From an optimization exercise on the open Yosys and OpenROAD flow, aimed at small area and a short achievable clock period; shortcuts taken in it are not production practice.
The RTL was checked by simulation tests, not by an equivalence proof against the original design.

==> yarrow <==
// binary_lif_neuron
module binary_lif_neuron #(
    parameter POTENTIAL_WIDTH = 16,
    parameter FRACTION_BITS = 8
) (
    input wire clk,
    input wire reset,
    input wire I,
    input wire [FRACTION_BITS-1:0] lambda_val_scaled,
    input wire [POTENTIAL_WIDTH-1:0] theta_val_scaled,
    input wire [POTENTIAL_WIDTH-1:0] reset_val_scaled,
    output reg S
);
    reg [15:0] P;
    wire x1;
    wire w3;
    wire x5;
    wire w7;
    wire x9;
    wire w11;
    wire x13;
    wire w15;
    wire x17;
    wire w19;
    wire x21;
    wire w23;
    wire x25;
    wire w27;
    wire x29;
    wire w31;
    wire x33;
    wire w35;
    wire x37;
    wire w39;
    wire x41;
    wire w43;
    wire x45;
    wire w47;
    wire x49;
    wire w51;
    wire x53;
    wire w55;
    wire x57;
    wire w59;
    wire i61;
    wire w63;
    wire i65;
    wire w67;
    wire w69;
    wire i71;
    wire w73;
    wire w75;
    wire i77;
    wire w79;
    wire w81;
    wire i83;
    wire w85;
    wire w87;
    wire i89;
    wire w91;
    wire w93;
    wire i95;
    wire w97;
    wire w99;
    wire i101;
    wire w103;
    wire w105;
    wire w107;
    wire w109;
    wire w111;
    wire w113;
    wire w115;
    wire w117;
    wire w119;
    wire w121;
    wire w123;
    wire w125;
    wire w127;
    wire i129;
    wire w131;
    wire i133;
    wire w135;
    wire w137;
    wire w139;
    wire i141;
    wire w143;
    wire w145;
    wire w147;
    wire w149;
    wire w151;
    wire i153;
    wire w155;
    wire w157;
    wire x159;
    wire x161;
    wire x163;
    wire x165;
    wire x167;
    wire x169;
    wire x171;
    wire x173;
    wire x175;
    wire x177;
    wire x179;
  ...
export LEC_CHECK = 0
export CAP_MARGIN = 20
export CORE_MARGIN = 2
export CORE_UTILIZATION = 40
export SETUP_SLACK_MARGIN = 3.2
export SLEW_MARGIN = 20
export SYNTH_HIERARCHICAL = 1
create_clock -name core_clock -period 9.0 [get_ports {clk}]
standard.sh (not shown) runs the stock make flow with config.mk's settings and CLKGATE_MAP_FILE= SYNTH_SCRIPT=/design/flow/synth_recipe.tcl, a recipe that flattens the netlist after the stock synthesis.
==> flow/flow/run.sh <==
#!/bin/bash
# Own layout flow: the standard flow (standard.sh) with three changes:
#  * port buffers are buf_1 (the resizer still upsizes them where timing needs it),
#  * after the standard synthesis, every combinational cell is set to its smallest drive
#    strength, so that the resizer grows only the cells whose timing needs it,
#  * repair_timing aims at the setup slack margin in config.mk as usual.
# Each step's full output goes to a log file in the folder this runs in.
set -euo pipefail
export BUFFER_PORTS_ARGS="-buffer_cell sky130_fd_sc_hd__buf_1"
bash standard.sh synth > run_synth.log 2>&1
R=orfs/results/${FLOW_PLATFORM}/binary_lif_neuron/base
cp $R/1_2_yosys.v run_synth_netlist_orig.v
sed -E -i 's/\b(sky130_fd_sc_hd__(a21oi|a21o|a21boi|a21bo|o21ai|o21a|o21bai|o21ba|mux2|mux2i|nand2|nand2b|nor2|nor2b|and2|and2b|or2|or2b|xor2|xnor2|inv|buf|clkbuf|a222oi|a22oi|a22o|nand3|nor3|and3|or3|a211oi|o211ai|a31oi|o31ai))_[0-9]+\b/\1_1/g' $R/1_2_yosys.v
touch $R/1_2_yosys.v
bash standard.sh > run_layout.log 2>&1
==> ember: changes against yarrow <==
--- a/flow/design.v
+++ b/flow/design.v
@@ -901,42 +901,20 @@
     lif_g0 u854 (.i0(w847), .i1(w843), .y(w853));
     lif_g3 u856 (.i0(w851), .i1(w853), .i2(w849), .y(w855));
     lif_inv u858 (.a(w855), .y(i857));
     lif_inv u860 (.a(w731), .y(i859));
     wire spike = ~(i857 & i859);
-    wire [15:0] Pn;
-    wire spike_n = i857 & i859;
-    lif_ao22 u861 (.a(spike), .b(reset_val_scaled[0]), .c(spike_n), .d(Pc[0]), .y(Pn[0]));
-    lif_ao22 u862 (.a(spike), .b(reset_val_scaled[1]), .c(spike_n), .d(Pc[1]), .y(Pn[1]));
-    lif_ao22 u863 (.a(spike), .b(reset_val_scaled[2]), .c(spike_n), .d(Pc[2]), .y(Pn[2]));
-    lif_ao22 u864 (.a(spike), .b(reset_val_scaled[3]), .c(spike_n), .d(Pc[3]), .y(Pn[3]));
-    lif_ao22 u865 (.a(spike), .b(reset_val_scaled[4]), .c(spike_n), .d(Pc[4]), .y(Pn[4]));
-    lif_ao22 u866 (.a(spike), .b(reset_val_scaled[5]), .c(spike_n), .d(Pc[5]), .y(Pn[5]));
-    lif_ao22 u867 (.a(spike), .b(reset_val_scaled[6]), .c(spike_n), .d(Pc[6]), .y(Pn[6]));
-    lif_ao22 u868 (.a(spike), .b(reset_val_scaled[7]), .c(spike_n), .d(Pc[7]), .y(Pn[7]));
-    lif_ao22 u869 (.a(spike), .b(reset_val_scaled[8]), .c(spike_n), .d(Pc[8]), .y(Pn[8]));
-    lif_ao22 u870 (.a(spike), .b(reset_val_scaled[9]), .c(spike_n), .d(Pc[9]), .y(Pn[9]));
-    lif_ao22 u871 (.a(spike), .b(reset_val_scaled[10]), .c(spike_n), .d(Pc[10]), .y(Pn[10]));
-    lif_ao22 u872 (.a(spike), .b(reset_val_scaled[11]), .c(spike_n), .d(Pc[11]), .y(Pn[11]));
-    lif_ao22 u873 (.a(spike), .b(reset_val_scaled[12]), .c(spike_n), .d(Pc[12]), .y(Pn[12]));
-    lif_ao22 u874 (.a(spike), .b(reset_val_scaled[13]), .c(spike_n), .d(Pc[13]), .y(Pn[13]));
-    lif_ao22 u875 (.a(spike), .b(reset_val_scaled[14]), .c(spike_n), .d(Pc[14]), .y(Pn[14]));
-    lif_ao22 u876 (.a(spike), .b(reset_val_scaled[15]), .c(spike_n), .d(Pc[15]), .y(Pn[15]));
-    wire [15:0] PNEXT = Pn;
     always @(posedge clk or posedge reset) begin
         if (reset) begin
             P <= 16'd0;
             S <= 1'b0;
         end else begin
             S <= spike;
-            P <= PNEXT;
+            P <= spike ? reset_val_scaled : Pc;
         end
     end
 endmodule
-module lif_ao22 (input wire a, input wire b, input wire c, input wire d, output wire y);
-    assign y = (a & b) | (c & d);
-endmodule
 module lif_fa (input wire a, input wire b, input wire c, output wire s, output wire co);
     assign s = a ^ b ^ c;
     assign co = (a & b) | (a & c) | (b & c);
 endmodule
 module lif_ha (input wire a, input wire b, output wire s, output wire co);
@@ -956,13 +934,10 @@
     assign y = ~(a & b);
 endmodule
 module lif_nor2 (input wire a, input wire b, output wire y);
     assign y = ~(a | b);
 endmodule
-module lif_and2 (input wire a, input wire b, output wire y);
-    assign y = a & b;
-endmodule
 module lif_or2 (input wire a, input wire b, output wire y);
     assign y = a | b;
 endmodule
 module lif_xor2 (input wire a, input wire b, output wire y);
     assign y = a ^ b;
@@ -980,37 +955,37 @@
 endmodule
 module lif_g0 (input wire i0, input wire i1, output wire y);
     assign y = ~((i0 & i1));
 endmodule
 module lif_g1 (input wire i0, input wire i1, input wire i2, output wire y);
-    assign y = ~(((~i0) | (i1 & i2)));
+    assign y = ~((~i0 | (i1 & i2)));
 endmodule
 module lif_g2 (input wire i0, input wire i1, input wire i2, output wire y);
     assign y = ~((i0 | (i1 & i2)));
 endmodule
 module lif_g3 (input wire i0, input wire i1, input wire i2, output wire y);
-    assign y = ((~i0) | ((~i1) & (~i2)));
+    assign y = (~i0 | (~i1 & ~i2));
 endmodule
 module lif_g4 (input wire i0, input wire i1, output wire y);
-    assign y = ((~i0) & (~i1));
+    assign y = (~i0 & ~i1);
 endmodule
 module lif_g5 (input wire i0, input wire i1, input wire i2, input wire i3, output wire y);
     assign y = ~(((i0 & i1) | (i2 & i3)));
 endmodule
 module lif_g6 (input wire i0, input wire i1, input wire i2, input wire i3, output wire y);
-    assign y = ~(((i0 & i1) | ((~i2) & i3)));
+    assign y = ~(((i0 & i1) | (~i2 & i3)));
 endmodule
 module lif_g7 (input wire i0, input wire i1, output wire y);
-    assign y = ((~i0) | (~i1));
+    assign y = (~i0 | ~i1);
 endmodule
 module lif_g8 (input wire i0, input wire i1, output wire y);
-    assign y = ~(((~i0) & i1));
+    assign y = ~((~i0 & i1));
 endmodule
 module lif_g9 (input wire i0, input wire i1, output wire y);
-    assign y = ~(((~i0) | i1));
+    assign y = ~((~i0 | i1));
 endmodule
 module lif_g10 (input wire i0, input wire i1, input wire i2, output wire y);
-    assign y = (i0 | ((~i1) & (~i2)));
+    assign y = (i0 | (~i1 & ~i2));
 endmodule
 module lif_g11 (input wire i0, input wire i1, output wire y);
-    assign y = ~((i0 & (~i1)));
+    assign y = ~((i0 & ~i1));
 endmodule
- CELL_PAD_IN_SITES_DETAIL_PLACEMENT: default -> 1
- PLACE_DENSITY: default -> 0.5
- SETUP_SLACK_MARGIN: 3.2 -> 3.0
==> umber: changes against yarrow <==
- SETUP_SLACK_MARGIN: 3.2 -> 3.5
==> comparison <==
- Synthesized area: ember is larger than yarrow (about 1%).
- Clock-buffer cell count: yarrow is higher than umber (1).
- Sequential share of layout area, highest first: yarrow, ember, umber.


==> inputs of trial 64 <==
RTL: one of the versions met above, not the one the previous note started from.
Settings: LEC_CHECK=0, CAP_MARGIN=20, CORE_MARGIN=2, CORE_UTILIZATION=40, SETUP_SLACK_MARGIN=3.4, SLEW_MARGIN=20, SYNTH_HIERARCHICAL=1; clock period 9.0 ns.
Scripts as last shown in full above: flow/flow/run.sh
==> inputs of trial 16, as changes to trial 64 <==
--- a/flow/design.v
+++ b/flow/design.v
@@ -901,20 +901,42 @@
     lif_g0 u854 (.i0(w847), .i1(w843), .y(w853));
     lif_g3 u856 (.i0(w851), .i1(w853), .i2(w849), .y(w855));
     lif_inv u858 (.a(w855), .y(i857));
     lif_inv u860 (.a(w731), .y(i859));
     wire spike = ~(i857 & i859);
+    wire [15:0] Pn;
+    wire spike_n = i857 & i859;
+    lif_ao22 u861 (.a(spike), .b(reset_val_scaled[0]), .c(spike_n), .d(Pc[0]), .y(Pn[0]));
+    lif_ao22 u862 (.a(spike), .b(reset_val_scaled[1]), .c(spike_n), .d(Pc[1]), .y(Pn[1]));
+    lif_ao22 u863 (.a(spike), .b(reset_val_scaled[2]), .c(spike_n), .d(Pc[2]), .y(Pn[2]));
+    lif_ao22 u864 (.a(spike), .b(reset_val_scaled[3]), .c(spike_n), .d(Pc[3]), .y(Pn[3]));
+    lif_ao22 u865 (.a(spike), .b(reset_val_scaled[4]), .c(spike_n), .d(Pc[4]), .y(Pn[4]));
+    lif_ao22 u866 (.a(spike), .b(reset_val_scaled[5]), .c(spike_n), .d(Pc[5]), .y(Pn[5]));
+    lif_ao22 u867 (.a(spike), .b(reset_val_scaled[6]), .c(spike_n), .d(Pc[6]), .y(Pn[6]));
+    lif_ao22 u868 (.a(spike), .b(reset_val_scaled[7]), .c(spike_n), .d(Pc[7]), .y(Pn[7]));
+    lif_ao22 u869 (.a(spike), .b(reset_val_scaled[8]), .c(spike_n), .d(Pc[8]), .y(Pn[8]));
+    lif_ao22 u870 (.a(spike), .b(reset_val_scaled[9]), .c(spike_n), .d(Pc[9]), .y(Pn[9]));
+    lif_ao22 u871 (.a(spike), .b(reset_val_scaled[10]), .c(spike_n), .d(Pc[10]), .y(Pn[10]));
+    lif_ao22 u872 (.a(spike), .b(reset_val_scaled[11]), .c(spike_n), .d(Pc[11]), .y(Pn[11]));
+    lif_ao22 u873 (.a(spike), .b(reset_val_scaled[12]), .c(spike_n), .d(Pc[12]), .y(Pn[12]));
+    lif_ao22 u874 (.a(spike), .b(reset_val_scaled[13]), .c(spike_n), .d(Pc[13]), .y(Pn[13]));
+    lif_ao22 u875 (.a(spike), .b(reset_val_scaled[14]), .c(spike_n), .d(Pc[14]), .y(Pn[14]));
+    lif_ao22 u876 (.a(spike), .b(reset_val_scaled[15]), .c(spike_n), .d(Pc[15]), .y(Pn[15]));
+    wire [15:0] PNEXT = Pn;
     always @(posedge clk or posedge reset) begin
         if (reset) begin
             P <= 16'd0;
             S <= 1'b0;
         end else begin
             S <= spike;
-            P <= spike ? reset_val_scaled : Pc;
+            P <= PNEXT;
         end
     end
 endmodule
+module lif_ao22 (input wire a, input wire b, input wire c, input wire d, output wire y);
+    assign y = (a & b) | (c & d);
+endmodule
 module lif_fa (input wire a, input wire b, input wire c, output wire s, output wire co);
     assign s = a ^ b ^ c;
     assign co = (a & b) | (a & c) | (b & c);
 endmodule
 module lif_ha (input wire a, input wire b, output wire s, output wire co);
@@ -934,10 +956,13 @@
     assign y = ~(a & b);
 endmodule
 module lif_nor2 (input wire a, input wire b, output wire y);
     assign y = ~(a | b);
 endmodule
+module lif_and2 (input wire a, input wire b, output wire y);
+    assign y = a & b;
+endmodule
 module lif_or2 (input wire a, input wire b, output wire y);
     assign y = a | b;
 endmodule
 module lif_xor2 (input wire a, input wire b, output wire y);
     assign y = a ^ b;
@@ -955,37 +980,37 @@
 endmodule
 module lif_g0 (input wire i0, input wire i1, output wire y);
     assign y = ~((i0 & i1));
 endmodule
 module lif_g1 (input wire i0, input wire i1, input wire i2, output wire y);
-    assign y = ~((~i0 | (i1 & i2)));
+    assign y = ~(((~i0) | (i1 & i2)));
 endmodule
 module lif_g2 (input wire i0, input wire i1, input wire i2, output wire y);
     assign y = ~((i0 | (i1 & i2)));
 endmodule
 module lif_g3 (input wire i0, input wire i1, input wire i2, output wire y);
-    assign y = (~i0 | (~i1 & ~i2));
+    assign y = ((~i0) | ((~i1) & (~i2)));
 endmodule
 module lif_g4 (input wire i0, input wire i1, output wire y);
-    assign y = (~i0 & ~i1);
+    assign y = ((~i0) & (~i1));
 endmodule
 module lif_g5 (input wire i0, input wire i1, input wire i2, input wire i3, output wire y);
     assign y = ~(((i0 & i1) | (i2 & i3)));
 endmodule
 module lif_g6 (input wire i0, input wire i1, input wire i2, input wire i3, output wire y);
-    assign y = ~(((i0 & i1) | (~i2 & i3)));
+    assign y = ~(((i0 & i1) | ((~i2) & i3)));
 endmodule
 module lif_g7 (input wire i0, input wire i1, output wire y);
-    assign y = (~i0 | ~i1);
+    assign y = ((~i0) | (~i1));
 endmodule
 module lif_g8 (input wire i0, input wire i1, output wire y);
-    assign y = ~((~i0 & i1));
+    assign y = ~(((~i0) & i1));
 endmodule
 module lif_g9 (input wire i0, input wire i1, output wire y);
-    assign y = ~((~i0 | i1));
+    assign y = ~(((~i0) | i1));
 endmodule
 module lif_g10 (input wire i0, input wire i1, input wire i2, output wire y);
-    assign y = (i0 | (~i1 & ~i2));
+    assign y = (i0 | ((~i1) & (~i2)));
 endmodule
 module lif_g11 (input wire i0, input wire i1, output wire y);
-    assign y = ~((i0 & ~i1));
+    assign y = ~((i0 & (~i1)));
 endmodule
--- a/flow/config.mk
+++ b/flow/config.mk
@@ -6,8 +6,8 @@
 export NUM_CORES = 4
 export LEC_CHECK = 0
 export CAP_MARGIN = 20
 export CORE_MARGIN = 2
 export CORE_UTILIZATION = 40
-export SETUP_SLACK_MARGIN = 3.4
+export SETUP_SLACK_MARGIN = 2.8
 export SLEW_MARGIN = 20
 export SYNTH_HIERARCHICAL = 1
==> impl_metrics.ini <==
[worst_setup_path]
rr_worst_depth = 22
cp_slowest_cell = nor2b_1

[sta]
finalCritPeriodShare_pct = 65.97
fmax_mhz = 168.4
setup_ws_ns = 3.063

[route]
via_count = 3820
drtPass1Iterations = 13
wl_met1_mm = 4.971

[outcome]
status = no timing/DRC/antenna violations

[grt]
grt_util_met1_pct = 33.93

[floorplanning]
die_h_um = 101.1

[final_layout]
utilization_pct = 45.37
multi_input_area_share_pct = 78.14
Source of the figures above: trial 16

==> impl_metrics.ini <==
[outcome]
status = no timing/DRC/antenna violations

[sta]
finalCritPeriodShare_pct = 60.01
setup_ws_ns = 3.599

[worst_setup_path]
rr_worst_depth = 21
cp_slowest_cell = fa_2

[route]
wl_met1_mm = 4.720
drtPass1Iterations = 8
via_count = 3948

[final_layout]
utilization_pct = 49.34

[grt]
grt_util_met1_pct = 29.09

[floorplanning]
die_h_um = 101.6
Source of the figures above: trial 64

[afterwards: timing with drivers on the ports]
Ports are ideal in the flow. The routed layouts listed here were re-timed in OpenROAD.
Step 1 sets driving cells, clkbuf_16 on the clock port and buf_2 on the other inputs (assumed; they add their load-dependent delay and slew).
Step 2 adds t to the input delays and takes it off the output delays; t is the mean of the earliest and latest rising clock arrival at the registers after step 1. Input paths then give back, and output paths get back, about the clock's delay inside the block.
a / b / c = no drivers / after step 1 / after step 2; a / b = the first two.
| run | shift t [ns] | setup WS [ns] | hold slack, ns | worst setup path at the end |
|---|---|---|---|---|
| yarrow | 0.266 | 3.430 / 3.431 / 3.165 | 1.347 / 1.347 / 1.347 | input to register |
| ember | 0.299 | 3.255 / 3.263 / 2.963 | 1.406 / 1.406 / 1.406 | input to register |
| umber | 0.275 | 3.686 / 3.688 / 3.413 | 1.359 / 1.359 / 1.359 | input to register |
| trial 64 | 0.311 | 3.599 / 3.612 / 3.301 | 1.341 / 1.341 / 1.341 | input to register |
| trial 16 | 0.266 | 3.063 / 3.062 / 2.797 | 1.400 / 1.400 / 1.400 | input to register |
After both steps setup and hold are still met in every run listed. The setup slack of trial 64, which loses most, moves by +0.013 ns with the drivers and by -0.298 ns with both steps.
